This design comes from an exercise in tuning for small area on the open sky130 flow, not from production work. The RTL was checked by simulation tests, not by an equivalence proof against the original design. In runs 5 and 6 the design's own scripts or RTL, not TritonCTS, make the clock network. The clock input has no modelled driver; a real chip could not lean on it and would need a root buffer or a full tree. Power figures rest on the tool's default switching activity, not on a simulated workload.

File: config.mk
export PLATFORM = sky130hd
export DESIGN_NAME = I2S_DAC
export DESIGN_NICKNAME = I2S_DAC
export VERILOG_FILES = /design/flow/design.v
export SDC_FILE = /design/flow/constraint.sdc
export NUM_CORES = 4
export LEC_CHECK = 0
export CAP_MARGIN = 20
export CORE_MARGIN = 2
export CORE_UTILIZATION = 40
export SLEW_MARGIN = 20
File: constraint.sdc
create_clock -name core_clock -period 20.0 [get_ports {clk50M}]
set_input_delay 4.0000 -clock core_clock [delete_from_list [all_inputs] [get_ports {clk50M}]]
set_output_delay 4.0000 -clock core_clock [all_outputs]
set_load 0.01 [all_outputs]
File: design.v
module key_filter(
    clk,
    rst_n,
    Key,
    Key_R_Flag
    );
    input clk;
    input rst_n;
    input Key;
    output reg Key_R_Flag;
    reg [1:0]sync_Key;
    always@(posedge clk)
        sync_Key <= {sync_Key[0],Key};
    reg [1:0]r_Key;
    always@(posedge clk)
        r_Key <= {r_Key[0],sync_Key[1]};   
    wire pedge_key;
    assign pedge_key = r_Key == 2'b01;
    wire nedge_key;
    assign nedge_key = r_Key == 2'b10;
    reg [19:0]cnt;
        localparam IDLE = 0;
        localparam P_FILTER = 1;
        localparam WAIT_R = 2;
        localparam R_FILTER = 3;
    reg [1:0]state;
    always@(posedge clk or negedge rst_n)
    if(!rst_n)begin
        state      <= 0;
        Key_R_Flag <= 1'b0;
        cnt <= 0;
    end
    else begin
        case(state)
            IDLE:
                begin
                    Key_R_Flag <= 1'b0;
                if(nedge_key)
                    state <= 1;
                else
                    state <= 0;
                end
            P_FILTER:
                if((pedge_key) && (cnt < 1000000 - 1))begin
                    state <= 1;
                    cnt   <= 0;
                end
                else if(cnt >= 1000000 - 1)begin
                    state <= 2;
                    cnt   <= 0;
                end
                else begin
                    cnt <= cnt + 1'b1;
                    state <= 1;
                end
            WAIT_R:
                begin
                if(pedge_key)
                    state <= 3;
                else
                    state <= 2;
                end
            R_FILTER:
                if((nedge_key) && (cnt < 1000000 - 1))begin
                    state <= 2;
                    cnt   <= 0;
                end
                else if(cnt >= 1000000 - 1)begin
                    state      <= 0;
                    cnt        <= 0;
                    Key_R_Flag <= 1'b1;
                end
                else begin
                    cnt <= cnt + 1'b1;
                    state <= 3;
                end
        endcase
    end
endmodule
module DAC(
    input wire dac_clk,
    input wire rst_n,
    input wire [11:0] din,
    output wire dac_out 
);
    parameter COUNT_MAX = 12'd4095;
    reg [11:0] count;
    always@(posedge	dac_clk or negedge rst_n)
        if(!rst_n)
            count <= 12'd0;
        else if(count == COUNT_MAX)
            count <= 12'd0;
        else
            count <= count + 1'b1;
    assign dac_out = (count <= din)?1'b1:1'b0;
endmodule
module I2S(
    input clk,
    input rst_n,
    output reg [23:0] ldata,
    output reg [23:0] rdata,
    input key,
    output reg State,
    output mic_sck,    
    output mic_ws,     
    input  mic_sd      
);
   wire Key_R_Flag;
   key_filter key_filter_u(
      .clk(clk),
      .rst_n(rst_n),
      .Key(key),
      .Key_R_Flag(Key_R_Flag)
   );
   parameter div_clk = 28;
   parameter div_ws  = div_clk * 64;
   reg [15:0] sck_cnt;
   reg [21:0] ws_cnt;
   reg [23:0] shift_reg_l;
   reg [23:0] shift_reg_r;
   reg led;
   assign mic_sck = (sck_cnt > div_clk/2-1) ? 1'b1 : 1'b0;
   assign mic_ws  = (ws_cnt > div_ws/2-1) ? 1'b1 : 1'b0;
   always @(posedge clk or negedge rst_n) begin
      if(!rst_n) begin
            sck_cnt <= 0;
      end
      else begin
         if(sck_cnt == div_clk-1) begin
            sck_cnt <= 0;
         end
         else begin
            sck_cnt <= sck_cnt + 1;
         end
      end
   end
    always @(posedge clk or negedge rst_n) begin
      if(!rst_n) begin
         ws_cnt <= 0;
      end
      else begin
         if(ws_cnt == div_ws-1) begin
            ws_cnt <= 0;
         end
         else begin
            ws_cnt <= ws_cnt + 1;
         end
      end
   end
   always @(posedge clk or negedge rst_n) begin
      if(!rst_n) begin
         shift_reg_l <= 0;
         shift_reg_r <= 0;
      end
      else begin
         case(ws_cnt)    
            div_clk*1+div_clk/2-1 : begin shift_reg_l <= {shift_reg_l[22:0],mic_sd}; shift_reg_r <= shift_reg_r; end
            div_clk*2+div_clk/2-1 : begin shift_reg_l <= {shift_reg_l[22:0],mic_sd}; shift_reg_r <= shift_reg_r; end
            div_clk*3+div_clk/2-1 : begin shift_reg_l <= {shift_reg_l[22:0],mic_sd}; shift_reg_r <= shift_reg_r; end
            div_clk*4+div_clk/2-1 : begin shift_reg_l <= {shift_reg_l[22:0],mic_sd}; shift_reg_r <= shift_reg_r; end
            div_clk*5+div_clk/2-1 : begin shift_reg_l <= {shift_reg_l[22:0],mic_sd}; shift_reg_r <= shift_reg_r; end
            div_clk*6+div_clk/2-1 : begin shift_reg_l <= {shift_reg_l[22:0],mic_sd}; shift_reg_r <= shift_reg_r; end
            div_clk*7+div_clk/2-1 : begin shift_reg_l <= {shift_reg_l[22:0],mic_sd}; shift_reg_r <= shift_reg_r; end
            div_clk*8+div_clk/2-1 : begin shift_reg_l <= {shift_reg_l[22:0],mic_sd}; shift_reg_r <= shift_reg_r; end
            div_clk*9+div_clk/2-1 : begin shift_reg_l <= {shift_reg_l[22:0],mic_sd}; shift_reg_r <= shift_reg_r; end
            div_clk*10+div_clk/2-1: begin shift_reg_l <= {shift_reg_l[22:0],mic_sd}; shift_reg_r <= shift_reg_r; end
            div_clk*11+div_clk/2-1: begin shift_reg_l <= {shift_reg_l[22:0],mic_sd}; shift_reg_r <= shift_reg_r; end
            div_clk*12+div_clk/2-1: begin shift_reg_l <= {shift_reg_l[22:0],mic_sd}; shift_reg_r <= shift_reg_r; end
            div_clk*13+div_clk/2-1: begin shift_reg_l <= {shift_reg_l[22:0],mic_sd}; shift_reg_r <= shift_reg_r; end
            div_clk*14+div_clk/2-1: begin shift_reg_l <= {shift_reg_l[22:0],mic_sd}; shift_reg_r <= shift_reg_r; end
            div_clk*15+div_clk/2-1: begin shift_reg_l <= {shift_reg_l[22:0],mic_sd}; shift_reg_r <= shift_reg_r; end
            div_clk*16+div_clk/2-1: begin shift_reg_l <= {shift_reg_l[22:0],mic_sd}; shift_reg_r <= shift_reg_r; end
            div_clk*17+div_clk/2-1: begin shift_reg_l <= {shift_reg_l[22:0],mic_sd}; shift_reg_r <= shift_reg_r; end
            div_clk*18+div_clk/2-1: begin shift_reg_l <= {shift_reg_l[22:0],mic_sd}; shift_reg_r <= shift_reg_r; end
            div_clk*19+div_clk/2-1: begin shift_reg_l <= {shift_reg_l[22:0],mic_sd}; shift_reg_r <= shift_reg_r; end
            div_clk*20+div_clk/2-1: begin shift_reg_l <= {shift_reg_l[22:0],mic_sd}; shift_reg_r <= shift_reg_r; end
            div_clk*21+div_clk/2-1: begin shift_reg_l <= {shift_reg_l[22:0],mic_sd}; shift_reg_r <= shift_reg_r; end
            div_clk*22+div_clk/2-1: begin shift_reg_l <= {shift_reg_l[22:0],mic_sd}; shift_reg_r <= shift_reg_r; end
            div_clk*23+div_clk/2-1: begin shift_reg_l <= {shift_reg_l[22:0],mic_sd}; shift_reg_r <= shift_reg_r; end
            div_clk*24+div_clk/2-1: begin shift_reg_l <= {shift_reg_l[22:0],mic_sd}; shift_reg_r <= shift_reg_r; end
            div_clk*33+div_clk/2-1: begin shift_reg_l <= shift_reg_l; shift_reg_r <= {shift_reg_r[22:0],mic_sd}; end
            div_clk*34+div_clk/2-1: begin shift_reg_l <= shift_reg_l; shift_reg_r <= {shift_reg_r[22:0],mic_sd}; end
            div_clk*35+div_clk/2-1: begin shift_reg_l <= shift_reg_l; shift_reg_r <= {shift_reg_r[22:0],mic_sd}; end
            div_clk*36+div_clk/2-1: begin shift_reg_l <= shift_reg_l; shift_reg_r <= {shift_reg_r[22:0],mic_sd}; end
            div_clk*37+div_clk/2-1: begin shift_reg_l <= shift_reg_l; shift_reg_r <= {shift_reg_r[22:0],mic_sd}; end
            div_clk*38+div_clk/2-1: begin shift_reg_l <= shift_reg_l; shift_reg_r <= {shift_reg_r[22:0],mic_sd}; end
            div_clk*39+div_clk/2-1: begin shift_reg_l <= shift_reg_l; shift_reg_r <= {shift_reg_r[22:0],mic_sd}; end
            div_clk*40+div_clk/2-1: begin shift_reg_l <= shift_reg_l; shift_reg_r <= {shift_reg_r[22:0],mic_sd}; end
            div_clk*41+div_clk/2-1: begin shift_reg_l <= shift_reg_l; shift_reg_r <= {shift_reg_r[22:0],mic_sd}; end
            div_clk*42+div_clk/2-1: begin shift_reg_l <= shift_reg_l; shift_reg_r <= {shift_reg_r[22:0],mic_sd}; end
            div_clk*43+div_clk/2-1: begin shift_reg_l <= shift_reg_l; shift_reg_r <= {shift_reg_r[22:0],mic_sd}; end
            div_clk*44+div_clk/2-1: begin shift_reg_l <= shift_reg_l; shift_reg_r <= {shift_reg_r[22:0],mic_sd}; end
            div_clk*45+div_clk/2-1: begin shift_reg_l <= shift_reg_l; shift_reg_r <= {shift_reg_r[22:0],mic_sd}; end
            div_clk*46+div_clk/2-1: begin shift_reg_l <= shift_reg_l; shift_reg_r <= {shift_reg_r[22:0],mic_sd}; end
            div_clk*47+div_clk/2-1: begin shift_reg_l <= shift_reg_l; shift_reg_r <= {shift_reg_r[22:0],mic_sd}; end
            div_clk*48+div_clk/2-1: begin shift_reg_l <= shift_reg_l; shift_reg_r <= {shift_reg_r[22:0],mic_sd}; end
            div_clk*49+div_clk/2-1: begin shift_reg_l <= shift_reg_l; shift_reg_r <= {shift_reg_r[22:0],mic_sd}; end
            div_clk*50+div_clk/2-1: begin shift_reg_l <= shift_reg_l; shift_reg_r <= {shift_reg_r[22:0],mic_sd}; end
            div_clk*51+div_clk/2-1: begin shift_reg_l <= shift_reg_l; shift_reg_r <= {shift_reg_r[22:0],mic_sd}; end
            div_clk*52+div_clk/2-1: begin shift_reg_l <= shift_reg_l; shift_reg_r <= {shift_reg_r[22:0],mic_sd}; end
            div_clk*53+div_clk/2-1: begin shift_reg_l <= shift_reg_l; shift_reg_r <= {shift_reg_r[22:0],mic_sd}; end
            div_clk*54+div_clk/2-1: begin shift_reg_l <= shift_reg_l; shift_reg_r <= {shift_reg_r[22:0],mic_sd}; end
            div_clk*55+div_clk/2-1: begin shift_reg_l <= shift_reg_l; shift_reg_r <= {shift_reg_r[22:0],mic_sd}; end
            div_clk*56+div_clk/2-1: begin shift_reg_l <= shift_reg_l; shift_reg_r <= {shift_reg_r[22:0],mic_sd}; end
            default: begin shift_reg_l <= shift_reg_l; shift_reg_r <= shift_reg_r; end
         endcase
      end
   end
   always @(posedge clk or negedge rst_n) begin
      if(!rst_n)
         State <= 1'b0;
      else if(Key_R_Flag)
         State <= ~State;
   end
   always @(posedge clk or negedge rst_n) begin
      if(!rst_n) begin
         ldata <= 0;
         rdata <= 0;
      end
      else begin
         if(State) begin
            if((ws_cnt == div_clk*56+div_clk/2)) begin
               ldata <= shift_reg_l;
               rdata <= shift_reg_r;
            end
            else begin
               ldata <= ldata;
               rdata <= rdata;
            end
         end
         else begin
            ldata <= 0;
            rdata <= 0;
         end
      end
   end
endmodule
module I2S_DAC(
   input  clk50M,
   input  rst_n,
   input  Key,
   input  mic_sd,
   output mic_sck,
   output mic_ws,
   output led,
   output mic_out
);
   wire signed [23:0] mic_data;
   wire [11:0] dac_data;
   assign dac_data = $unsigned((mic_data >>> 12) + 2047);
I2S I2S_under(
   .clk(clk50M),
   .rst_n(rst_n),
   .ldata(),
   .rdata(mic_data[23:0]),
   .key(Key),
   .State(led),
   .mic_sck(mic_sck),
   .mic_ws(mic_ws),
   .mic_sd(mic_sd)
);
DAC DAC_under(
   .dac_clk(clk50M),
   .rst_n(rst_n),
   .din(dac_data),
   .dac_out(mic_out)
);
endmodule
File: run.sh
#!/bin/bash
# synth_recipe.tcl (not shown) runs the flow's synth.tcl, then flattens the netlist and writes it again
# the make line also repeats each setting of config.mk as NAME=value (left out here)
make -C /OpenROAD-flow-scripts/flow DESIGN_CONFIG=/design/flow/config.mk WORK_HOME=/design/flow/orfs CLKGATE_MAP_FILE= SYNTH_SCRIPT=/design/flow/synth_recipe.tcl finish
==> results.py, run 1 <==
metrics = {
    "critical_path": {
        "path_max_fanout": 4,
        "arrival_ns": 3.59,
        "required_ns": 16.00,
        "cp-end-kind": "output pin",
        "reg2reg_slack_ns": 17.11,
        "cp-start-kind": "flop",
        "path_class": "flop to output pin",
    },
    "place": {
        "io_buffers": 7,
        "place.gp.congestion": 0.7866,
        "dp_cells": 736,
        "dp_hpwl_um": 7265,
        "placed_area_um2": 6137,
    },
    "finish": {
        "most-common-layout-cells": "dfrtp_1, nor2_1, xnor2_1",
        "drive_gt1_share_pct": 11.47,
        "final_common_cell": "dfrtp_1",
        "nFillCells": 1325,
        "fin_util_pct": 46.91,
        "n_antenna_cell": 0,
        "final_cells": 768,
        "fin_nets": 596,
        "final_area_um2": 6792,
        "area_growth_pct": 14.78,
    },
    "route": {
        "wl_per_cell_um": 14.23,
        "wirelength_um": 10930,
        "vias": 4113,
        "drc": 0,
        "ant_nets": 0,
        "dr.pass1.iters": 5,
        "viasPerCell": 5.355,
        "drt_iter0_drc": 253,
    },
    "sta": {
        "finClkSkew_ns": 0.006757,
        "setup_tns_ns": 0,
        "max_freq_mhz": 131.7,
        "setup_viol": 0,
        "period_needed_ns": 7.593,
        "slew_violations": 0,
        "rsz0062_at_grt": "false",
        "whs_ns": 0.3246,
        "period_share_pct": 37.96,
        "finalHoldViolCount": 0,
        "worst_pin_slew_ns": 0.8854,
        "relSlewSlack_pct": 40.97,
    },
    "status": {
        "outcome": "timing/DRC/antenna clean",
    },
    "synth": {
        "yosys.area.top_type": "dfrtp_1",
        "synth.top_cell.area_share_pct": 46.52,
        "synthFlopType": "dfrtp_1",
        "synth_edf_count": 0,
        "ys_types": 57,
        "synth_warnings": 3,
        "synthArstFlopShare_pct": 96.49,
        "ys_ff_latch": 114,
        "yosys-top-cells-area": "dfrtp_1, xnor2_1, ha_1",
        "synth.avg_cell_area_um2": 10.49,
        "netlist_area_um2": 5917,
        "postSynthNetCount": 589,
        "yosysSeqAreaShare_pct": 47.87,
        "netlist_instances": 564,
    },
    "grt": {
        "grt.overflow.total": 0,
        "grt_pass1_vias": 4142,
        "antenna_found_initial": 0,
        "grt_max_degree": 73,
        "grt_pass1_wl_um": 19200,
        "grt_usage_pct": 14.77,
    },
    "floorplan": {
        "die-area_um2": 15780,
        "io_pins": 8,
        "initial_core_util_pct": 40.87,
        "core_um2": 14480,
        "die_x_um": 125.6,
        "die_height_um": 125.6,
        "rows": 44,
    },
    "hold_path": {
        "hp-class": "flop to flop",
    },
    "clock_tree": {
        "hold_buffers": 0,
        "clockBufferDepth": 2,
        "clk_pin_slew_ns": 0.05,
        "cts_tree": "done",
        "insertion_delay_ns": 0.41,
        "cts_buffers": 17,
        "cts_post_setup_buffers_inserted": 0,
        "cts.repair.resized": 0,
        "root_buffer": "clkbuf_16",
        "clock_sinks": 114,
        "htree_num_levels": 4,
    },
    "power": {
        "p_per_area_nw_per_um2": 85.85,
        "ir_worst_vdd_uv": 60.88,
        "leakagePower_nw": 3.055,
    },
    "job": {
        "max_cap_viol_count": 0,
    },
}
## worst max-delay path: stages, from the launching register on
cell,delay [ns]
dfrtp_1,0.41
nor3_1,0.32
nand2_1,0.13
or2_2,0.31
nor4_1,0.23
xnor2_1,0.16
ha_1,0.27
a21o_1,0.19
a21o_1,0.17
a21oi_1,0.18
o221ai_1,0.14
o21ai_0,0.11
clkdlybuf4s50_1,0.57
## cell type report
class | instances | area, um2 | area share [%]
multi-input cells | 413 | 2928 | 43.11
well taps | 184 | 230.2 | 3.390
clock inverters | 9 | 176.4 | 2.598
inverters | 15 | 56.30 | 0.8290
flip-flops and latches | 114 | 2833 | 41.71
clock buffers | 23 | 478.0 | 7.038
repair buffers | 10 | 90.09 | 1.326
## kinds of logic (layout without fill, tap and decap cells)
kind of cell	Yosys count	after routing	synth area share, %
compound gates	71	71	8.438
fa+ha+maj	21	21	4.441
buf+inv	37	57	2.749
flops	114	114	47.87
xor+xnor	61	61	9.029
mux	38	38	6.957
simple gates	222	222	20.51
## cells in the mapped netlist, drive strengths merged (2+ instances only)
library cell	instances
dfrtp	110
nor2	43
xnor2	36
nand2	35
nand3	29
mux2	25
nor2b	25
xor2	25
ha	21
o21ai	20
clkbuf	18
and3	17
inv	15
nand4	15
mux2i	13
o31ai	9
a21oi	8
nor3	8
nor4	8
a21o	6
a31oi	6
and4	5
nand2b	5
nor3b	5
nor4b	5
or2	5
buf	4
dfxtp	4
and2	3
o2111ai	3
or3	3
a2111oi	2
and3b	2
and4b	2
nand3b	2
nor4bb	2
o211ai	2
o21a	2
o311ai	2
## registers in the layout (all words and copies together), names as in the netlist, 2 cells and up
signal                           flops
I2S_under.key_filter_u.state         2
I2S_under.rdata                     12
I2S_under.sck_cnt                   16
I2S_under.shift_reg_r               24
I2S_under.key_filter_u.sync_Key      2
I2S_under.key_filter_u.r_Key         2
DAC_under.count                     12
I2S_under.key_filter_u.cnt          20
I2S_under.ws_cnt                    22
## stage by stage
stage	total power, mW	worst slack [ns]
floorplan	0.2468	13.59
global placement	0.2534	12.94
detailed placement	0.2540	12.85
CTS	0.5908	12.41
global route	0.6048	12.22
finish	0.5831	12.41
## final timing paths
check | startpoint | endpoint | depth (start not counted)
worst max-delay path | I2S_under.rdata[14] | mic_out | 12
worst min-delay path | I2S_under.key_filter_u.sync_Key[0] | I2S_under.key_filter_u.sync_Key[1] | 0
worst max register to register | I2S_under.key_filter_u.cnt[0] | I2S_under.key_filter_u.cnt[2] | 7
worst min register to register | I2S_under.key_filter_u.sync_Key[0] | I2S_under.key_filter_u.sync_Key[1] | 0
max in group asynchronous | rst_n | I2S_under.shift_reg_r[12] | 2
min in group asynchronous | rst_n | I2S_under.ws_cnt[6] | 1
## where the power goes
part	internal, mW	switching [mW]
registers	0.234	0.00356
logic	0.00411	0.00789
clock network	0.231	0.103
total	0.469	0.114
## metal layers
metal  global-route usage [%]  vias up  share of wire, %
met5                        0        -                 0
met4                    5.686        0               1.2
met1                    18.61     2031                47
met3                    4.588       12               3.2
li1                         -     2028                 -
met2                    23.88       42                48
==> run 2, diff against run 1 <==
==> design.v (replaced) <==
module I2S_DAC(
   input  clk50M,
   input  rst_n,
   input  Key,
   input  mic_sd,
   output mic_sck,
   output mic_ws,
   output led,
   output mic_out
);
   reg [11:0] c;
   reg [2:0]  m;
   reg        ws;
   wire tog = (c[6:0] == 7'd127) && (m == 3'b100);
   always @(posedge clk50M or negedge rst_n)
      if (!rst_n) begin
         c  <= 12'd0;
         m  <= 3'b000;
         ws <= 1'b0;
      end
      else begin
         c  <= c + 1'b1;
         m  <= {m[1:0], ~(m[2] ^ m[1])};
         ws <= ws ^ tog;
      end
   assign mic_ws = ws;
   reg sck;
   always @* begin
      case ({c[1:0], m})
         5'b00000: sck = 1'b0;  
         5'b00001: sck = 1'b0;  
         5'b00011: sck = 1'b1;  
         5'b00110: sck = 1'b1;  
         5'b00101: sck = 1'b0;  
         5'b00010: sck = 1'b0;  
         5'b00100: sck = 1'b1;  
         5'b01000: sck = 1'b1;  
         5'b01001: sck = 1'b0;  
         5'b01011: sck = 1'b0;  
         5'b01110: sck = 1'b1;  
         5'b01101: sck = 1'b1;  
         5'b01010: sck = 1'b0;  
         5'b01100: sck = 1'b0;  
         5'b10000: sck = 1'b1;  
         5'b10001: sck = 1'b1;  
         5'b10011: sck = 1'b0;  
         5'b10110: sck = 1'b0;  
         5'b10101: sck = 1'b1;  
         5'b10010: sck = 1'b1;  
         5'b10100: sck = 1'b0;  
         5'b11000: sck = 1'b0;  
         5'b11001: sck = 1'b1;  
         5'b11011: sck = 1'b1;  
         5'b11110: sck = 1'b0;  
         5'b11101: sck = 1'b0;  
         5'b11010: sck = 1'b1;  
         5'b11100: sck = 1'b1;  
         default: sck = 1'b0;
      endcase
   end
   assign mic_sck = sck;
   wire sh_evt = (c[1:0] == 2'b01) && (m == 3'b100);
   wire w_set  = sh_evt && (c[7:2] == 6'b110111);
   wire cap    = (c[7:0] == 8'd46) && (m == 3'b000);
   reg w;
   always @(posedge clk50M)
      w <= w_set | (w & ~tog);
   reg [11:0] s;
   always @(posedge clk50M)
      if (sh_evt && !w)
         s <= {s[10:0], mic_sd};
   reg        led_r;
   reg [11:0] p;
   always @(posedge clk50M)
      if (!led_r)
         p <= 12'd0;
      else if (cap)
         p <= s;
   wire [11:0] d = p + 12'd2047;
   assign mic_out = (c <= d);
   reg [1:0] k;
   reg [1:0] r;
   always @(posedge clk50M) begin
      k <= {k[0], Key};
      r <= {r[0], k[1]};
   end
   wire pedge = ~r[1] &  r[0];
   wire nedge =  r[1] & ~r[0];
   reg [1:0]  st;
   reg [19:0] cnt;       
   reg        flag;
   wire done = (cnt == 20'hc3af5);    
   wire run  = st[0] & ~done & ~(st[1] ? nedge : pedge);
   always @(posedge clk50M or negedge rst_n)
      if (!rst_n)
         st <= 2'd0;
      else
         case (st)
            2'd0: st <= nedge ? 2'd1 : 2'd0;
            2'd1: st <= done ? 2'd2 : 2'd1;
            2'd2: st <= pedge ? 2'd3 : 2'd2;
            2'd3: st <= done ? 2'd0 : (nedge ? 2'd2 : 2'd3);
         endcase
   always @(posedge clk50M) begin
      cnt  <= run ? {cnt[18:0], ~(cnt[19] ^ cnt[16])} : 20'd0;
      flag <= (st == 2'd3) & done;
   end
   always @(posedge clk50M or negedge rst_n)
      if (!rst_n)
         led_r <= 1'b0;
      else if (flag)
         led_r <= ~led_r;
   assign led = led_r;
endmodule
==> results.py, run 2 <==
metrics = {
    "status": {
        "outcome": "timing/DRC/antenna clean",
    },
    "critical_path": {
        "cp-end-kind": "output pin",
        "path_max_fanout": 4,
        "cp_cell_sequence": "inv_1, ha_1, nor3b_1, nand2_1, nor4_1, xnor2_1, ha_1, a21oi_1, nand2_1, a21o_1, o31ai_1, clkdlybuf4s50_1",
        "worst_path_max_delay_cell": "clkdlybuf4s50_1",
        "crit_start": "p[0]",
        "path_class": "flop to output pin",
        "reg2reg_slack_ns": 17.71,
        "cpPeakStageDelay_ns": 0.58,
        "r2r-start": "m[0]",
        "required_ns": 16.00,
        "arrival_ns": 3.33,
        "cp-start-kind": "flop",
    },
    "grt": {
        "use_met3_pct": 4.591,
        "grt.overflow.total": 0,
        "antenna_found_initial": 0,
        "grt_pass1_vias": 1774,
        "grt_use_met2_pct": 20.15,
        "grt_pass1_wl_um": 8252,
        "grt_usage_pct": 12.64,
        "grt_busiest_layer": "met2",
        "grt_use_met1_pct": 15.72,
        "grt_max_degree": 22,
    },
    "floorplan": {
        "io_pins": 8,
        "initial_core_util_pct": 41.26,
        "core_um2": 7253,
        "die_height_um": 90.50,
        "die_x_um": 90.50,
        "rows": 31,
        "die-area_um2": 8190,
    },
    "clock_tree": {
        "htree_num_levels": 3,
        "cts_tree": "done",
        "insertion_delay_ns": 0.34,
        "clockBufferDepth": 2,
        "clock_sinks": 69,
        "cts_buffers": 9,
        "cts.repair.resized": 0,
        "hold_buffers": 0,
        "root_buffer": "clkbuf_8",
        "clk_pin_slew_ns": 0.07,
        "cts_post_setup_buffers_inserted": 0,
    },
    "sta": {
        "finalHoldViolCount": 0,
        "worst_pin_slew_ns": 1.052,
        "period_needed_ns": 7.334,
        "rsz0062_at_grt": "false",
        "finClkSkew_ns": 0.01043,
        "relSlewSlack_pct": 29.33,
        "setup_tns_ns": 0,
        "whs_ns": 0.3303,
        "setup_viol": 0,
        "period_share_pct": 36.67,
        "slew_violations": 0,
        "max_freq_mhz": 136.3,
    },
    "power": {
        "p_seq_share_pct": 56.5,
        "leakagePower_nw": 1.374,
        "ir_worst_vdd_uv": 42.07,
        "p_int_uw": 201.2,
        "p_per_area_nw_per_um2": 76.20,
        "swShare_pct": 21.46,
        "power_frac_clock_pct": 41.9,
        "p_comb_share_pct": 1.7,
        "netSwitchingPower_uw": 54.98,
    },
    "finish": {
        "n_antenna_cell": 0,
        "area_growth_pct": 12.33,
        "most-common-layout-cells": "dfxtp_1, inv_1, nor3_1",
        "top_register": "cnt",
        "largest_reg_flops": 20,
        "ff_latch_area_um2": 1597,
        "nFillCells": 711,
        "drive_gt1_share_pct": 8.711,
        "final_common_cell": "dfxtp_1",
        "fin_nets": 306,
        "multiInputGateArea_um2": 1266,
    },
    "place": {
        "io_buffers": 7,
        "place.gp.congestion": 0.7167,
        "dp_hpwl_um": 3283,
    },
    "synth": {
        "yosysSeqAreaShare_pct": 53.34,
        "yosysMostFrequentCell": "dfxtp_1",
        "yosys.area.top_type": "dfxtp_1",
        "synth_warnings": 1,
        "ys_types": 39,
        "netlist_instances": 269,
        "synthArstFlopShare_pct": 27.54,
        "netlist_area_um2": 2993,
        "ys_top_cells_by_count": "dfxtp_1, inv_1, nor3_1",
        "synth_edf_count": 12,
        "synth.avg_cell_area_um2": 11.13,
        "synthFlopType": "dfxtp_1",
        "yosys-top-cells-area": "dfxtp_1, dfrtp_1, edfxtp_1",
        "synth.top_cell.area_share_pct": 25.42,
        "postSynthNetCount": 293,
        "ys_ff_latch": 69,
    },
    "route": {
        "drt_iter0_drc": 64,
        "vias": 1875,
        "ant_nets": 0,
        "viasPerCell": 4.858,
        "wirelength_um": 4702,
        "drc": 0,
        "dr.pass1.iters": 4,
        "wl_per_cell_um": 12.18,
    },
    "hold_path": {
        "hp-class": "flop to flop",
        "min_from": "k[0]",
    },
    "job": {
        "max_cap_viol_count": 0,
    },
}
==> run 2: through the flow <==
stage	util (%)	power, mW	instances	setup WS [ns]	area (um2)
6_report	46.35	0.2562	386	12.67	3362
5_1_grt	46.35	0.2674	386	12.42	3362
4_1_cts	46.32	0.2601	386	12.65	3359
3_5_place_dp	43.66	0.1521	370	13.04	3167
3_3_place_gp	43.66	0.1520	370	13.12	3167
2_1_floorplan	-	0.1499	269	13.69	2993
==> run 2: critical path: cells and delay by family (launching register included) <==
family                     cells  cell delay, ns
AOI/OAI and AO/OA              3            0.54
xor gates and xnor gates       1            0.16
adders and majority gates      2            0.44
buffers and inverters          2            0.66
DFF                            1            0.33
and+or+nand+nor                4            0.87
==> run 2: worst paths after layout <==
| kind | endpoint | cells after the start |
|---|---|---|
| hold reg to reg | k[1] | 0 |
| min in group asynchronous | c[8] | 1 |
| hold / removal | k[1] | 0 |
| max in group asynchronous | st[1] | 1 |
| setup / recovery | mic_out | 12 |
| setup reg to reg | p[8] | 7 |
==> run 2: logic make-up after synthesis <==
| group | count (synthesis) | share of synthesized area (%) |
|---|---|---|
| muxes | 13 | 4.766 |
| AOI/OAI and AO/OA | 18 | 4.347 |
| DFF | 69 | 53.34 |
| buffers and inverters | 34 | 4.891 |
| adders and majority gates | 20 | 8.361 |
| and+or+nand+nor | 91 | 17.27 |
| xor gates and xnor gates | 24 | 7.023 |
==> run 2: cell type report <==
type	instances	share of cell area [%]
well taps	99	3.684
multi-input cells	166	37.66
clock buffers	11	4.838
inverters	28	3.126
clock inverters	5	0.8932
flip-flops and latches	69	47.49
repair buffers	8	2.307
==> run 2: routing by layer <==
layer	wire, um	share of wire [%]
met1	2245	48
met2	2219	47
met3	171	3.6
met4	66	1.4
met5	0	0
==> run 2: power groups by stage <==
stage               Combinational (mW)  Sequential [mW]  Clock, mW
floorplan                      0.00251            0.147          0
global placement               0.00429            0.148          0
detailed placement             0.00437            0.148          0
CTS                            0.00441            0.145      0.111
global route                   0.00503            0.145      0.118
finish                         0.00423            0.145      0.107
==> run 3, diff against run 2 <==
--- a/design.v
+++ b/design.v
@@ -76,8 +76,14 @@
          p <= 12'd0;
       else if (cap)
          p <= s;
-   wire [11:0] d = p + 12'd2047;
-   assign mic_out = (c <= d);
+   wire [11:0] q = p ^ 12'h800;
+   wire [12:0] lt;
+   assign lt[0] = 1'b0;
+   genvar i;
+   generate for (i = 0; i < 12; i = i + 1) begin : g_cmp
+      assign lt[i+1] = q[i] ? (~c[i] | lt[i]) : (~c[i] & lt[i]);
+   end endgenerate
+   assign mic_out = lt[12] | (q == 12'd0);
    reg [1:0] k;
    reg [1:0] r;
    always @(posedge clk50M) begin
@@ -87,7 +93,9 @@
    wire pedge = ~r[1] &  r[0];
    wire nedge =  r[1] & ~r[0];
    reg [1:0]  st;
-   reg [19:0] cnt;       
+   localparam [19:0] INV = 20'haaaaa;
+   reg  [19:0] y;
+   wire [19:0] cnt = y ^ INV;
    reg        flag;
    wire done = (cnt == 20'hc3af5);    
    wire run  = st[0] & ~done & ~(st[1] ? nedge : pedge);
@@ -102,7 +110,7 @@
             2'd3: st <= done ? 2'd0 : (nedge ? 2'd2 : 2'd3);
          endcase
    always @(posedge clk50M) begin
-      cnt  <= run ? {cnt[18:0], ~(cnt[19] ^ cnt[16])} : 20'd0;
+      y    <= (run ? {cnt[18:0], ~(cnt[19] ^ cnt[16])} : 20'd0) ^ INV;
       flag <= (st == 2'd3) & done;
    end
    always @(posedge clk50M or negedge rst_n)
--- a/config.mk
+++ b/config.mk
@@ -5,6 +5,7 @@
 export SDC_FILE = /design/flow/constraint.sdc
 export NUM_CORES = 4
 export LEC_CHECK = 0
+export ABC_AREA = 1
 export CAP_MARGIN = 20
 export CORE_MARGIN = 2
 export CORE_UTILIZATION = 40
==> results.py, run 3 <==
metrics = {
    "status": {
        "outcome": "timing/DRC/antenna clean",
    },
    "sta": {
        "max_freq_mhz": 159.7,
        "slew_violations": 0,
        "rsz0062_at_grt": "false",
        "setup_tns_ns": 0,
        "period_share_pct": 31.31,
        "worst_pin_slew_ns": 1.007,
        "finClkSkew_ns": 0.009531,
        "setup_viol": 0,
        "relSlewSlack_pct": 32.64,
        "finalHoldViolCount": 0,
        "period_needed_ns": 6.261,
        "whs_ns": 0.3312,
    },
    "finish": {
        "fin_nets": 303,
        "most-common-layout-cells": "nand2_1, dfxtp_1, nor2_1",
        "final_common_cell": "nand2_1",
        "area_growth_pct": 12.43,
        "final_cells": 374,
        "top_register": "y",
        "drive_gt1_share_pct": 8.754,
        "largest_reg_flops": 20,
        "n_antenna_cell": 0,
    },
    "floorplan": {
        "die-area_um2": 7282,
        "die_x_um": 85.34,
        "initial_core_util_pct": 41.44,
        "core_um2": 6386,
        "die_height_um": 85.34,
        "rows": 29,
        "io_pins": 8,
    },
    "route": {
        "ant_nets": 0,
        "viasPerCell": 4.652,
        "wl_per_cell_um": 11.20,
        "drt_iter0_drc": 76,
        "drc": 0,
        "vias": 1740,
        "dr.pass1.iters": 4,
        "wirelength_um": 4189,
    },
    "synth": {
        "synth_edf_count": 12,
        "synth.top_cell.area_share_pct": 28.75,
        "yosysSeqAreaShare_pct": 60.33,
        "ys_types": 27,
        "synth-xor-area-share_pct": 4.634,
        "ys_ff_latch": 69,
        "yosys-mux-area-fraction_pct": 0,
        "ys_top_cells_by_count": "nand2_1, dfxtp_1, nor2_1",
        "yosys.area.top_type": "dfxtp_1",
        "yosys.area_share.simple_pct": 18.39,
        "synthFlopType": "dfxtp_1",
        "synth_top_family_by_area": "simple AND/OR/NAND/NOR gates",
        "synth.avg_cell_area_um2": 9.519,
        "netlist_area_um2": 2646,
        "synthAdderAreaFrac_pct": 3.310,
        "yosysMostFrequentCell": "nand2_1",
        "synth_warnings": 1,
        "yosys-top-cells-area": "dfxtp_1, dfrtp_1, edfxtp_1",
        "postSynthNetCount": 289,
        "synth_compound_area_share_pct": 7.754,
        "synthArstFlopShare_pct": 27.54,
        "netlist_instances": 278,
    },
    "place": {
        "dp_hpwl_um": 2968,
        "dp_cells": 358,
        "place.gp.congestion": 0.7376,
        "io_buffers": 7,
    },
    "clock_tree": {
        "clk_pin_slew_ns": 0.08,
        "root_buffer": "clkbuf_8",
        "clock_sinks": 69,
        "hold_buffers": 0,
        "clockBufferDepth": 2,
        "cts.repair.resized": 0,
        "htree_num_levels": 3,
        "cts_post_setup_buffers_inserted": 0,
        "cts_buffers": 9,
        "cts_tree": "done",
        "insertion_delay_ns": 0.35,
    },
    "critical_path": {
        "required_ns": 16.00,
        "cp-start-kind": "flop",
        "arrival_ns": 2.26,
        "path_class": "flop to output pin",
        "path_max_fanout": 5,
        "cp-end-kind": "output pin",
    },
    "job": {
        "max_cap_viol_count": 0,
    },
    "power": {
        "leakagePower_nw": 1.254,
        "ir_worst_vdd_uv": 48.48,
        "p_per_area_nw_per_um2": 84.15,
    },
    "grt": {
        "grt_pass1_wl_um": 7583,
        "grt_pass1_vias": 1655,
        "grt_usage_pct": 13.34,
        "antenna_found_initial": 0,
        "grt.overflow.total": 0,
        "grt_max_degree": 21,
    },
    "hold_path": {
        "hp-class": "flop to flop",
    },
}
## run 3: changes by cell type after synthesis, sizes merged, moves of 12 or more
cell and delta:
nand2 +47, nor2 +28, o21ai +19, nor3 -16, ha -13, nor2b -13
xnor2 -13, mux2i -12
## run 3: cell type report
type	instances	area, um2
tap	77	96.34
timing repair buffer	7	70.07
fill	617	3411
clock buffer	9	123.9
clock inverter	7	55.05
inverter	35	131.4
sequential	69	1597
multi-input combinational	170	902.1
## run 3: worst paths after layout
check	start	slack [ns]	end	cells past startpoint
hold / removal	k[1]	0.33	r[0]	0
setup / recovery	c[1]	13.74	mic_out	18
max in group asynchronous	rst_n	15.30	c[1]	1
hold reg to reg	k[1]	0.33	r[0]	0
setup reg to reg	m[1]	17.87	s[0]	5
min in group asynchronous	rst_n	4.15	c[10]	1
## run 3: power by group
part | total [mW] | internal [mW] | leakage, nW | switching (mW)
combinational | 0.00330 | 0.00121 | 0.495 | 0.00209
sequential | 0.145 | 0.143 | 0.665 | 0.00106
clock | 0.103 | 0.0465 | 0.0949 | 0.0561
## run 3: worst max-delay path: stages (launching register included)
cell and delay, ns:
dfrtp_1 0.41, inv_1 0.19, nand2_1 0.07, nand2_1 0.06
inv_1 0.03, nand2_1 0.05, nand2_1 0.04, nand2_1 0.05
nand2_1 0.05, nand2_1 0.05, nand2_1 0.05, nand2_1 0.05
nand2_1 0.05, nand2_1 0.05, nand2_1 0.05, nand2_1 0.05
nand2_1 0.04, nand2_1 0.05, clkdlybuf4s50_1 0.52
## run 3: cell families (layout without fill, tap and decap cells)
kind of cell / count (synthesis) / after routing
simple gates: 111 / 111
fa+ha+maj: 7 / 7
flops: 69 / 69
xor+xnor: 14 / 14
buf+inv: 39 / 58
compound gates: 38 / 38
## run 3: per-stage QoR
stage               worst slack [ns]  area (um2)  power, mW  util (%)
detailed placement             14.11        2796     0.1510     43.79
CTS                            13.71        2975     0.2537     46.59
global route                   13.52        2975     0.2610     46.59
finish                         13.74        2975     0.2504     46.59
floorplan                      14.72        2646     0.1490         -
global placement               14.13        2796     0.1510     43.79
## run 3: routing by layer
layer / vias up / global-route usage, % / routed length, um / share of wire (%)
li1: 923 / - / - / -
met1: 788 / 19.27 / 2255 / 54
met2: 18 / 17.83 / 1691 / 40
met3: 11 / 3.502 / 119 / 2.8
met4: 0 / 7.792 / 123 / 2.9
met5: - / 0 / 0 / 0
==> run 4, diff against run 3 <==
--- a/design.v
+++ b/design.v
@@ -24,42 +24,15 @@
          ws <= ws ^ tog;
       end
    assign mic_ws = ws;
-   reg sck;
-   always @* begin
-      case ({c[1:0], m})
-         5'b00000: sck = 1'b0;  
-         5'b00001: sck = 1'b0;  
-         5'b00011: sck = 1'b1;  
-         5'b00110: sck = 1'b1;  
-         5'b00101: sck = 1'b0;  
-         5'b00010: sck = 1'b0;  
-         5'b00100: sck = 1'b1;  
-         5'b01000: sck = 1'b1;  
-         5'b01001: sck = 1'b0;  
-         5'b01011: sck = 1'b0;  
-         5'b01110: sck = 1'b1;  
-         5'b01101: sck = 1'b1;  
-         5'b01010: sck = 1'b0;  
-         5'b01100: sck = 1'b0;  
-         5'b10000: sck = 1'b1;  
-         5'b10001: sck = 1'b1;  
-         5'b10011: sck = 1'b0;  
-         5'b10110: sck = 1'b0;  
-         5'b10101: sck = 1'b1;  
-         5'b10010: sck = 1'b1;  
-         5'b10100: sck = 1'b0;  
-         5'b11000: sck = 1'b0;  
-         5'b11001: sck = 1'b1;  
-         5'b11011: sck = 1'b1;  
-         5'b11110: sck = 1'b0;  
-         5'b11101: sck = 1'b0;  
-         5'b11010: sck = 1'b1;  
-         5'b11100: sck = 1'b1;  
-         default: sck = 1'b0;
-      endcase
-   end
+   wire sck_tog = c[0] && (m == 3'b100);
+   reg  sck;
+   always @(posedge clk50M or negedge rst_n)
+      if (!rst_n)
+         sck <= 1'b0;
+      else
+         sck <= sck ^ sck_tog;
    assign mic_sck = sck;
-   wire sh_evt = (c[1:0] == 2'b01) && (m == 3'b100);
+   wire sh_evt = sck_tog && !sck;
    wire w_set  = sh_evt && (c[7:2] == 6'b110111);
    wire cap    = (c[7:0] == 8'd46) && (m == 3'b000);
    reg w;
@@ -96,9 +69,9 @@
    localparam [19:0] INV = 20'haaaaa;
    reg  [19:0] y;
    wire [19:0] cnt = y ^ INV;
-   reg        flag;
    wire done = (cnt == 20'hc3af5);    
-   wire run  = st[0] & ~done & ~(st[1] ? nedge : pedge);
+   wire run  = st[0] & (st[1] ? (done | ~nedge) : (~done & ~pedge));
+   wire flag = (st == 2'd0) & cnt[1];
    always @(posedge clk50M or negedge rst_n)
       if (!rst_n)
          st <= 2'd0;
@@ -111,7 +84,6 @@
          endcase
    always @(posedge clk50M) begin
       y    <= (run ? {cnt[18:0], ~(cnt[19] ^ cnt[16])} : 20'd0) ^ INV;
-      flag <= (st == 2'd3) & done;
    end
    always @(posedge clk50M or negedge rst_n)
       if (!rst_n)
==> flow/run.sh (new file) <==
#!/bin/bash
set -euo pipefail
W=$PWD
F=$W/flow
{ printf 'proc abc {args} {\n  set i [lsearch -exact $args -script]\n  lset args [expr {$i + 1}] %s\n  set i [lsearch -exact $args -D]\n  if {$i >= 0} { set args [lreplace $args $i [expr {$i + 1}]] }\n  yosys abc {*}$args\n}\n' "$F/area.abc"
  cat "$W/synth_recipe.tcl"; } > "$W/synth_area.tcl"
make -C "$FLOW_HOME" DESIGN_CONFIG="$W/config.mk" WORK_HOME="$W/orfs" CLKGATE_MAP_FILE= \
  SYNTH_SCRIPT="$W/synth_area.tcl" synth > "$W/synth.log" 2>&1
export BUFFER_PORTS_ARGS="-buffer_cell sky130_fd_sc_hd__buf_1"
export CTS_ARGS="-sink_clustering_enable -repair_clock_nets -dont_use_dummy_load -buf_list sky130_fd_sc_hd__clkbuf_4 -sink_clustering_size 30 -sink_clustering_max_diameter 100"
bash "$W/standard.sh" > "$W/layout.log" 2>&1
==> flow/area.abc (new file) <==
strash
&get -n
&st
&deepsyn -T 20
&dch -f
&nf -p -R 1000
&put
topo
==> standard.sh (new file) <==
#!/bin/bash
# synth_recipe.tcl (not shown) runs the flow's synth.tcl, then flattens the netlist and writes it again
# the make line also repeats each setting of config.mk as NAME=value (left out here)
make -C /OpenROAD-flow-scripts/flow DESIGN_CONFIG=/design/flow/config.mk WORK_HOME=/design/flow/orfs CLKGATE_MAP_FILE= SYNTH_SCRIPT=/design/flow/synth_recipe.tcl "${@:-finish}"
removed: run.sh
==> results.py, run 4 <==
metrics = {
    "clock_tree": {
        "cts.repair.resized": 0,
        "root_buffer": "clkbuf_4",
        "clock_sinks": 69,
        "cts_tree": "done",
        "hold_buffers": 0,
        "clockBufferDepth": 2,
        "cts_post_setup_buffers_inserted": 0,
        "htree_num_levels": 3,
        "insertion_delay_ns": 0.40,
        "clk_pin_slew_ns": 0.11,
        "cts_buffers": 9,
    },
    "sta": {
        "relSlewSlack_pct": 44.46,
        "period_needed_ns": 7.189,
        "finClkSkew_ns": 0.03719,
        "slew_violations": 0,
        "period_share_pct": 35.95,
        "rsz0062_at_grt": "false",
        "worst_pin_slew_ns": 0.8313,
        "finalHoldViolCount": 0,
        "layout_setup_ws_ns": 12.81,
        "max_freq_mhz": 139.1,
        "setup_viol": 0,
        "setup_tns_ns": 0,
    },
    "floorplan": {
        "io_pins": 8,
        "die-area_um2": 6622,
        "rows": 28,
        "die_x_um": 81.38,
        "initial_core_util_pct": 40.93,
        "core_um2": 5851,
        "die_height_um": 81.38,
    },
    "route": {
        "wl_met2_um": 1690,
        "ant_nets": 0,
        "viasPerCell": 5.126,
        "vias": 1466,
        "routed.top_layer": "met4",
        "wl_per_cell_um": 13.22,
        "wl_met3_um": 165,
        "drc": 0,
        "dr.pass1.iters": 4,
        "wirelength_um": 3781,
        "wl_met1_um": 1864,
        "drt_iter0_drc": 50,
    },
    "grt": {
        "grt_pass1_vias": 1464,
        "grt_max_degree": 21,
        "grt_pass1_wl_um": 6651,
        "grt.overflow.total": 0,
        "antenna_found_initial": 0,
        "grt_usage_pct": 13.70,
    },
    "synth": {
        "yosysSeqAreaShare_pct": 66.88,
        "synthArstFlopShare_pct": 28.99,
        "postSynthNetCount": 202,
        "synth_edf_count": 12,
        "yosys-top-cells-area": "dfxtp_1, dfrtp_1, edfxtp_1",
        "synth_warnings": 1,
        "netlist_area_um2": 2395,
        "yosysMostFrequentCell": "dfxtp_1",
        "yosys.area.top_type": "dfxtp_1",
        "ys_types": 33,
        "netlist_instances": 195,
        "ys_ff_latch": 69,
        "synth.top_cell.area_share_pct": 30.93,
        "synth.avg_cell_area_um2": 12.28,
        "ys_top_cells_by_count": "dfxtp_1, dfrtp_1, nand2_1",
        "synthFlopType": "dfxtp_1",
    },
    "finish": {
        "most-common-layout-cells": "dfxtp_1, dfrtp_1, nand2_1",
        "final_area_um2": 2586,
        "fin_util_pct": 44.20,
        "area_growth_pct": 7.994,
        "fin_nets": 220,
        "n_antenna_cell": 0,
        "largest_reg_flops": 20,
        "top_register": "y",
        "final_common_cell": "dfxtp_1",
        "drive_gt1_share_pct": 5.213,
    },
    "status": {
        "outcome": "timing/DRC/antenna clean",
    },
    "job": {
        "max_cap_viol_count": 0,
    },
    "hold_path": {
        "whs_path_depth": 0,
        "hp-class": "flop to flop",
    },
    "power": {
        "leakagePower_nw": 0.9535,
        "p_total_uw": 213.3,
        "p_per_area_nw_per_um2": 82.49,
        "ir_worst_vdd_uv": 64.25,
    },
    "place": {
        "io_buffers": 7,
        "dp_slack_ns": 13.18,
        "place.gp.congestion": 0.7223,
        "dp_hpwl_um": 2639,
        "placed_area_um2": 2515,
    },
    "critical_path": {
        "path_class": "flop to output pin",
        "arrival_ns": 3.19,
        "worst-r2r-cell-count": 6,
        "cp-end-kind": "output pin",
        "required_ns": 16.00,
        "path_max_fanout": 5,
        "cp-start-kind": "flop",
    },
}
## run 4: cell families after synthesis
group                    after synthesis  synth area share, %
adder cells (fa/ha/maj)                7                3.240
XOR/XNOR                              13                4.754
buffers and inverters                 14                2.194
AO/OA/AOI/OAI                         31                9.875
AND/OR/NAND/NOR                       61                13.06
flip-flops                            69                66.88
## run 4: path summary, 6_finish.rpt
kind | start | to | slack, ns
max in group asynchronous | rst_n | c[0] | 16.08
setup reg to reg | y[5] | y[0] | 17.63
min in group asynchronous | rst_n | ws | 3.56
hold / removal | k[0] | k[1] | 0.34
setup / recovery | c[0] | mic_out | 12.81
hold reg to reg | k[0] | k[1] | 0.34
## run 4: through the flow
step | instances | hold slack (ns)
after CTS | 286 | 0.3425
after floorplan | 195 | 0.3096
after global routing | 286 | 0.3507
final | 286 | 0.3408
after global placement | 277 | 0.3107
after detailed placement | 277 | 0.3121
## run 4: layout make-up
type	count	area [um2]
clock buffer	9	67.56
fill	560	3264
inverter	14	52.55
multi-input combinational	112	743.2
sequential	69	1602
tap	75	93.84
timing repair buffer	7	27.53
## run 4: where the power goes
part	internal [mW]	switching, mW	leakage [nW]
registers	0.144	0.00187	0.662
logic	0.00187	0.00522	0.250
clock network	0.0209	0.0393	0.0414
## run 4: critical path, cell delays in order, from the launching register on
cell	delay (ns)
dfrtp_1	0.43
clkinv_1	0.09
nand2_1	0.06
maj3_1	0.35
maj3_1	0.35
o21ai_0	0.08
a21oi_1	0.08
a221oi_1	0.20
o22ai_1	0.13
maj3_1	0.36
maj3_1	0.35
o21ai_0	0.08
a21o_1	0.13
buf_1	0.14
## run 4: layer usage
layer | track usage, % | vias to the layer above
li1 | - | 729
met1 | 16.45 | 712
met2 | 20.66 | 18
met3 | 7.444 | 7
met4 | 5.085 | 0
met5 | 0 | -
==> run 5, diff against run 4 <==
--- a/design.v
+++ b/design.v
@@ -43,20 +43,20 @@
       if (sh_evt && !w)
          s <= {s[10:0], mic_sd};
    reg        led_r;
-   reg [11:0] p;
+   reg [11:0] pn;
    always @(posedge clk50M)
       if (!led_r)
-         p <= 12'd0;
+         pn <= 12'hfff;
       else if (cap)
-         p <= s;
-   wire [11:0] q = p ^ 12'h800;
-   wire [12:0] lt;
-   assign lt[0] = 1'b0;
+         pn <= ~s;
+   wire [11:0] qn = pn ^ 12'h800;
+   wire [12:0] nlt;
+   assign nlt[0] = 1'b1;
    genvar i;
    generate for (i = 0; i < 12; i = i + 1) begin : g_cmp
-      assign lt[i+1] = q[i] ? (~c[i] | lt[i]) : (~c[i] & lt[i]);
+      assign nlt[i+1] = (qn[i] & c[i]) | (nlt[i] & (qn[i] | c[i]));
    end endgenerate
-   assign mic_out = lt[12] | (q == 12'd0);
+   assign mic_out = ~nlt[12] | (qn == 12'hfff);
    reg [1:0] k;
    reg [1:0] r;
    always @(posedge clk50M) begin
--- a/flow/run.sh
+++ b/flow/run.sh
@@ -7,5 +7,7 @@
 make -C "$FLOW_HOME" DESIGN_CONFIG="$W/config.mk" WORK_HOME="$W/orfs" CLKGATE_MAP_FILE= \
   SYNTH_SCRIPT="$W/synth_area.tcl" synth > "$W/synth.log" 2>&1
 export BUFFER_PORTS_ARGS="-buffer_cell sky130_fd_sc_hd__buf_1"
-export CTS_ARGS="-sink_clustering_enable -repair_clock_nets -dont_use_dummy_load -buf_list sky130_fd_sc_hd__clkbuf_4 -sink_clustering_size 30 -sink_clustering_max_diameter 100"
+export PRE_CTS_TCL="$F/cts_manual.tcl"
+export CLK_NBUF=${CLK_NBUF:-4}
+export CLK_BUF=${CLK_BUF:-sky130_fd_sc_hd__clkbuf_8}
 bash "$W/standard.sh" > "$W/layout.log" 2>&1
==> flow/cts_manual.tcl (new file) <==
# Sourced before CTS (PRE_CTS_TCL). It replaces clock_tree_synthesis with a flat clock tree:
# the clock port drives CLK_NBUF buffers of type CLK_BUF, and each buffer drives the clock pins
# of one group of registers (k-means on their placed locations), placed at the group's centre.
# Every register gets the clock through exactly one buffer, so the clock reaches all registers
# through the same kind of path.
proc clock_tree_synthesis { args } {
  set nbuf $::env(CLK_NBUF)
  set block [ord::get_db_block]
  set db [ord::get_db]
  set master [$db findMaster $::env(CLK_BUF)]
  set port [$block findBTerm clk50M]
  set clk [$port getNet]
  set sinks {}
  foreach it [$clk getITerms] {
    set loc [[$it getInst] getLocation]
    lappend sinks [list $it [lindex $loc 0] [lindex $loc 1]]
  }
  set n [llength $sinks]
  puts "manual cts: $n sinks, $nbuf buffers of $::env(CLK_BUF)"
  # initial centres: sinks sorted by x, split evenly
  set sorted [lsort -integer -index 1 $sinks]
  set centres {}
  for {set k 0} {$k < $nbuf} {incr k} {
    set s [lindex $sorted [expr {int(($k + 0.5) * $n / $nbuf)}]]
    lappend centres [list [lindex $s 1] [lindex $s 2]]
  }
  for {set iter 0} {$iter < 20} {incr iter} {
    set sx [lrepeat $nbuf 0.0]; set sy [lrepeat $nbuf 0.0]; set cnt [lrepeat $nbuf 0]
    set assign {}
    foreach s $sinks {
      set best 0; set bd 1e30
      for {set k 0} {$k < $nbuf} {incr k} {
        set c [lindex $centres $k]
        set d [expr {abs([lindex $s 1] - [lindex $c 0]) + abs([lindex $s 2] - [lindex $c 1])}]
        if {$d < $bd} { set bd $d; set best $k }
      }
      lappend assign $best
      lset sx $best [expr {[lindex $sx $best] + [lindex $s 1]}]
      lset sy $best [expr {[lindex $sy $best] + [lindex $s 2]}]
      lset cnt $best [expr {[lindex $cnt $best] + 1}]
    }
    for {set k 0} {$k < $nbuf} {incr k} {
      if {[lindex $cnt $k] > 0} {
        lset centres $k [list [expr {int([lindex $sx $k] / [lindex $cnt $k])}] [expr {int([lindex $sy $k] / [lindex $cnt $k])}]]
      }
    }
  }
  $clk setSigType CLOCK
  for {set k 0} {$k < $nbuf} {incr k} {
    set inst [odb::dbInst_create $block $master "clkbuf_manual_$k"]
    set net [odb::dbNet_create $block "clknet_manual_$k"]
    $net setSigType CLOCK
    [$inst findITerm A] connect $clk
    [$inst findITerm X] connect $net
    set c [lindex $centres $k]
    $inst setLocation [lindex $c 0] [lindex $c 1]
    $inst setPlacementStatus PLACED
    set members 0
    foreach s $sinks a $assign {
      if {$a == $k} {
        set it [lindex $s 0]
        $it disconnect
        $it connect $net
        incr members
      }
    }
    puts "manual cts: buffer $k at $c drives $members sinks"
  }
  set_propagated_clock [all_clocks]
}
==> results.py, run 5 <==
metrics = {
    "sta": {
        "period_share_pct": 29.30,
        "relSlewSlack_pct": 47.06,
        "finClkSkew_ns": 0.02622,
        "slew_violations": 0,
        "setup_tns_ns": 0,
        "period_needed_ns": 5.859,
        "rsz0062_at_grt": "false",
        "setup_viol": 0,
        "max_freq_mhz": 170.7,
        "finalHoldViolCount": 0,
        "worst_pin_slew_ns": 0.7924,
    },
    "clock_tree": {
        "insertion_delay_ns": 0.17,
        "hold_buffers": 0,
        "cts.repair.resized": 0,
        "clk_pin_slew_ns": 0.09,
        "cts_post_setup_buffers_inserted": 0,
    },
    "route": {
        "vias": 1430,
        "drt_iter0_drc": 49,
        "wirelength_um": 3561,
        "drc": 0,
        "dr.pass1.iters": 4,
        "wl_per_cell_um": 12.63,
        "ant_nets": 0,
        "viasPerCell": 5.071,
    },
    "synth": {
        "synth_warnings": 1,
        "yosys-top-cells-area": "dfxtp_1, dfrtp_1, edfxtp_1",
        "yosys.area.top_type": "dfxtp_1",
        "postSynthNetCount": 206,
        "ys_top_cells_by_count": "dfxtp_1, nor2_1, dfrtp_1",
        "synth.top_cell.area_share_pct": 31.44,
        "synthArstFlopShare_pct": 28.99,
        "ys_types": 33,
        "synthFlopType": "dfxtp_1",
        "yosysMostFrequentCell": "dfxtp_1",
        "netlist_area_um2": 2356,
        "synth.avg_cell_area_um2": 11.84,
        "synth_edf_count": 12,
        "netlist_instances": 199,
        "ys_ff_latch": 69,
        "yosysSeqAreaShare_pct": 67.98,
    },
    "place": {
        "dp_hpwl_um": 2550,
        "dp_cells": 278,
        "io_buffers": 7,
        "placed_area_um2": 2472,
        "place.gp.congestion": 0.7528,
    },
    "critical_path": {
        "required_ns": 16.00,
        "path_class": "flop to output pin",
        "path_max_fanout": 7,
        "cp-end-kind": "output pin",
        "cp-start-kind": "flop",
        "arrival_ns": 1.86,
    },
    "power": {
        "p_total_uw": 203.6,
        "ir_worst_vdd_uv": 71.21,
        "p_per_area_nw_per_um2": 80.43,
        "leakagePower_nw": 0.9461,
    },
    "finish": {
        "final_area_um2": 2531,
        "nFillCells": 545,
        "area_growth_pct": 7.435,
        "n_antenna_cell": 0,
        "fin_util_pct": 45.14,
        "top_register": "y",
        "fin_nets": 219,
        "most-common-layout-cells": "dfxtp_1, nor2_1, dfrtp_1",
        "final_common_cell": "dfxtp_1",
        "largest_reg_flops": 20,
        "drive_gt1_share_pct": 2.857,
        "final_cells": 282,
    },
    "grt": {
        "grt_usage_pct": 11.52,
        "grt_pass1_wl_um": 6258,
        "grt_max_degree": 22,
        "grt.overflow.total": 0,
        "antenna_found_initial": 0,
        "grt_pass1_vias": 1417,
    },
    "floorplan": {
        "rows": 27,
        "core_um2": 5608,
        "die_x_um": 80.75,
        "die-area_um2": 6520,
        "initial_core_util_pct": 42.01,
        "die_height_um": 80.75,
        "io_pins": 8,
    },
    "hold_path": {
        "hp-class": "flop to flop",
    },
    "job": {
        "max_cap_viol_count": 0,
    },
    "status": {
        "outcome": "timing/DRC/antenna clean",
    },
}
-- run 5: cell count changes after synthesis, sizes merged, moves of 2 or more --
cell	change
a211oi	+2
a21oi	+14
a22o	-12
clkinv	-10
maj3	-4
nor2	+14
nor4	-3
-- run 5: where the power goes --
| part | internal, mW | switching (mW) |
|---|---|---|
| sequential | 0.144 | 0.00186 |
| clock | 0.0186 | 0.0320 |
| combinational | 0.00190 | 0.00506 |
-- run 5: area by class of cell --
| class | instances | area, um2 | share of cell area (%) |
|---|---|---|---|
| Tap cell | 72 | 90.09 | 3.559 |
| Buffer | 4 | 55.05 | 2.175 |
| Inverter | 4 | 15.01 | 0.5932 |
| Sequential cell | 69 | 1602 | 63.27 |
| Multi-Input combinational cell | 126 | 742.0 | 29.31 |
| Timing Repair Buffer | 7 | 27.53 | 1.087 |
-- run 5: logic make-up after synthesis --
logic type / after synthesis / synth area share, %
adder cells (fa/ha/maj): 3 / 1.593
flip-flops: 69 / 67.98
buffers and inverters: 4 / 0.6371
AO/OA/AOI/OAI: 37 / 9.825
AND/OR/NAND/NOR: 73 / 15.14
XOR/XNOR: 13 / 4.833
-- run 5: through the flow --
| step | hold slack, ns | worst slack [ns] |
|---|---|---|
| after floorplan | 0.3096 | 14.47 |
| after global placement | 0.3121 | 14.32 |
| after detailed placement | 0.3146 | 14.31 |
| after CTS | 0.3390 | 14.12 |
| after global routing | 0.3462 | 13.87 |
| final | 0.3345 | 14.14 |
-- run 5: path summary, 6_finish.rpt --
path                       startpoint      end  slack [ns]  cells after the start
setup / recovery                 c[1]  mic_out       14.14                     10
hold / removal                   k[1]     r[0]        0.33                      0
setup reg to reg                 y[7]     y[0]       17.48                      5
hold reg to reg                  k[1]     r[0]        0.33                      0
max in group asynchronous       rst_n     c[1]       15.89                      1
min in group asynchronous       rst_n     c[6]        3.76                      1
-- run 5: routing by layer --
layer	vias to the layer above	part of all wire, %	track usage, %
met3	2	2.6	1.111
met2	12	50	21.50
met1	683	47	15.23
met5	-	0	0
met4	0	0.39	0.6780
li1	733	-	-
-- run 5: critical path, cell delays in order, from the launching register on --
cell and delay [ns]:
dfrtp_1 0.46, a211oi_1 0.24, o21ai_0 0.11, o221ai_1 0.08
a21oi_1 0.09, a221oi_1 0.19, o21ai_0 0.12, o21ai_0 0.08
a211oi_1 0.09, a21oi_1 0.11, buf_1 0.16
==> run 6, diff against run 5 <==
--- a/design.v
+++ b/design.v
@@ -11,6 +11,7 @@
    reg [11:0] c;
    reg [2:0]  m;
    reg        ws;
+   wire [12:0] c_cy = {c & c_cy[11:0], 1'b1};
    wire tog = (c[6:0] == 7'd127) && (m == 3'b100);
    always @(posedge clk50M or negedge rst_n)
       if (!rst_n) begin
@@ -19,7 +20,7 @@
          ws <= 1'b0;
       end
       else begin
-         c  <= c + 1'b1;
+         c  <= c ^ c_cy[11:0];
          m  <= {m[1:0], ~(m[2] ^ m[1])};
          ws <= ws ^ tog;
       end
==> results.py, run 6 <==
metrics = {
    "critical_path": {
        "cp-start-kind": "flop",
        "required_ns": 16.00,
        "reg2reg_slack_ns": 17.46,
        "path_max_fanout": 4,
        "arrival_ns": 1.97,
        "cp-end-kind": "output pin",
        "worst-r2r-cell-count": 11,
        "r2r-end": "c[11]",
        "path_class": "flop to output pin",
        "r2r-start": "c[0]",
    },
    "power": {
        "power_frac_clock_pct": 25.1,
        "p_per_area_nw_per_um2": 81.44,
        "netSwitchingPower_uw": 39.69,
        "p_int_uw": 164.6,
        "swShare_pct": 19.43,
        "p_total_uw": 204.3,
        "p_comb_share_pct": 3.4,
        "leakagePower_nw": 1.015,
        "p_seq_share_pct": 71.5,
        "ir_worst_vdd_uv": 63.53,
    },
    "job": {
        "max_cap_viol_count": 0,
    },
    "route": {
        "wirelength_um": 3454,
        "dr.pass1.iters": 4,
        "ant_nets": 0,
        "drt_iter0_drc": 64,
        "vias": 1376,
        "viasPerCell": 5.059,
        "drc": 0,
        "wl_per_cell_um": 12.70,
    },
    "sta": {
        "worst_pin_slew_ns": 0.8939,
        "setup_tns_ns": 0,
        "period_needed_ns": 5.967,
        "period_share_pct": 29.83,
        "layout_setup_ws_ns": 14.03,
        "finClkSkew_ns": 0.01368,
        "whs_ns": 0.3397,
        "finalHoldViolCount": 0,
        "relSlewSlack_pct": 40.40,
        "slew_violations": 0,
        "setup_viol": 0,
        "rsz0062_at_grt": "false",
        "max_freq_mhz": 167.6,
    },
    "synth": {
        "synthArstFlopShare_pct": 28.99,
        "ys_ff_latch": 69,
        "yosys-top-cells-area": "dfxtp_1, dfrtp_1, edfxtp_1",
        "synth_edf_count": 12,
        "yosysSeqAreaShare_pct": 68.63,
        "yosysMostFrequentCell": "dfxtp_1",
        "postSynthNetCount": 205,
        "synth.avg_cell_area_um2": 12.35,
        "synth_warnings": 1,
        "netlist_instances": 189,
        "yosys.area.top_type": "dfxtp_1",
        "netlist_area_um2": 2333,
        "synth.top_cell.area_share_pct": 31.74,
        "ys_types": 28,
        "synthFlopType": "dfxtp_1",
        "ys_top_cells_by_count": "dfxtp_1, nor2_1, dfrtp_1",
    },
    "floorplan": {
        "die-area_um2": 6461,
        "core_um2": 5574,
        "rows": 27,
        "io_pins": 8,
        "die_x_um": 80.38,
        "initial_core_util_pct": 41.86,
        "die_height_um": 80.38,
    },
    "finish": {
        "final_common_cell": "dfxtp_1",
        "most-common-layout-cells": "dfxtp_1, nor2_1, dfrtp_1",
        "largest_reg_flops": 20,
        "ff_latch_area_um2": 1602,
        "final_cells": 272,
        "drive_gt1_share_pct": 3.000,
        "n_antenna_cell": 0,
        "nFillCells": 541,
        "multiInputGateArea_um2": 715.7,
        "top_register": "y",
        "fin_nets": 218,
        "area_growth_pct": 7.507,
    },
    "grt": {
        "grt_usage_pct": 11.41,
        "use_met3_pct": 1.124,
        "grt_pass1_vias": 1375,
        "grt.overflow.total": 0,
        "grt_use_met2_pct": 19.00,
        "grt_busiest_layer": "met2",
        "grt_max_degree": 21,
        "grt_use_met1_pct": 16.52,
        "antenna_found_initial": 0,
        "grt_pass1_wl_um": 6127,
    },
    "clock_tree": {
        "hold_buffers": 0,
        "clk_pin_slew_ns": 0.11,
        "insertion_delay_ns": 0.16,
        "cts_post_setup_buffers_inserted": 0,
        "cts.repair.resized": 0,
    },
    "place": {
        "dp_slack_ns": 14.21,
        "io_buffers": 7,
        "dp_hpwl_um": 2488,
        "dp_cells": 268,
        "place.gp.congestion": 0.7511,
    },
    "hold_path": {
        "min_from": "k[1]",
        "hp-class": "flop to flop",
        "whs_path_depth": 0,
        "holdPathEnd": "r[0]",
    },
    "status": {
        "outcome": "timing/DRC/antenna clean",
    },
}
## run 6: power groups by stage
| stage | clock (mW) | combinational (mW) | sequential [mW] |
|---|---|---|---|
| finish | 0.0512 | 0.00699 | 0.146 |
| global route | 0.0576 | 0.00824 | 0.147 |
| CTS | 0.0541 | 0.00722 | 0.146 |
| detailed placement | 0 | 0.00721 | 0.149 |
| global placement | 0 | 0.00701 | 0.149 |
| floorplan | 0 | 0.00394 | 0.149 |
## run 6: worst max-delay path: stages (launching register included)
cell,delay [ns]
dfrtp_1,0.43
a211oi_1,0.21
o21ai_0,0.12
o221ai_1,0.08
a21oi_1,0.09
a221oi_1,0.20
o21ai_0,0.12
o21ai_0,0.08
a21oi_1,0.08
a21o_1,0.15
o31ai_1,0.06
buf_1,0.18
## run 6: metal layers
| metal | vias up | routed length (um) |
|---|---|---|
| met1 | 658 | 1778 |
| met2 | 15 | 1505 |
| met3 | 6 | 107 |
| met5 | - | 0 |
| li1 | 697 | - |
| met4 | 0 | 62 |
## run 6: kinds of logic (layout without fill, tap and decap cells)
| family | count (synthesis) | after routing | share of synthesized area [%] |
|---|---|---|---|
| XOR/XNOR | 5 | 5 | 1.877 |
| buffers and inverters | 5 | 16 | 0.8044 |
| adder cells (fa/ha/maj) | 12 | 12 | 6.434 |
| AND/OR/NAND/NOR | 64 | 64 | 13.24 |
| AO/OA/AOI/OAI | 34 | 34 | 9.008 |
| flip-flops | 69 | 69 | 68.63 |
## run 6: area by class of cell
type / instances / area share (%)
Buffer: 4 / 2.195
Inverter: 5 / 0.7481
Multi-Input combinational cell: 115 / 28.53
Sequential cell: 69 / 63.84
Tap cell: 72 / 3.591
Timing Repair Buffer: 7 / 1.097
## run 6: how the worst max path moves through the flow
stage | startpoint | endpoint | slack [ns] | cells past startpoint
finish | c[0] | mic_out | 14.03 | 11
floorplan | c[1] | mic_out | 14.48 | 10
detailed placement | c[1] | mic_out | 14.21 | 11
global placement | c[1] | mic_out | 14.23 | 11
global route | c[0] | mic_out | 13.79 | 11
CTS | c[0] | mic_out | 14.01 | 11
## run 6: stage by stage
stage	utilization (%)	instance area (um2)
after global routing	45.01	2509
after CTS	44.94	2505
after detailed placement	43.95	2450
after global placement	43.95	2450
after floorplan	-	2333
final	45.01	2509

[port drivers added, routing unchanged]
How much do the figures lean on ideal ports? The routed layouts below were timed once more, with nothing changed but the port constraints. Step 1 (the two cells are an assumption about what drives the block):
set clk [get_ports {clk50M}]
set_driving_cell -lib_cell sky130_fd_sc_hd__clkbuf_16 $clk
set_driving_cell -lib_cell sky130_fd_sc_hd__buf_2 [delete_from_list [all_inputs] $clk]
Step 2 moves the port delays by t, midway between the first and last clock arrival at a register: inputs arrive t later, outputs are due t later. That takes back most of the time a late clock gives input paths. Slacks: no drivers / after step 1 / after step 2; pairs: no drivers / after step 1.
run	t, ns	slack for setup (ns)	worst hold slack (ns)	worst slew at a driven data input, ns	pins driven straight from the clock port
run 1	0.449	12.407 / 12.366 / 12.815	0.325 / 0.325 / 0.325	0.03	1
run 2	0.361	12.666 / 12.639 / 13.000	0.330 / 0.330 / 0.330	0.03	1
run 3	0.370	13.739 / 13.712 / 14.082	0.331 / 0.331 / 0.331	0.03	1
run 4	0.410	12.811 / 12.786 / 13.196	0.341 / 0.341 / 0.341	0.03	1
run 5	0.207	14.141 / 14.093 / 14.299	0.335 / 0.335 / 0.335	0.03	4
run 6	0.210	14.033 / 13.978 / 14.188	0.340 / 0.340 / 0.340	0.03	4
After both steps every run listed still meets setup and hold.
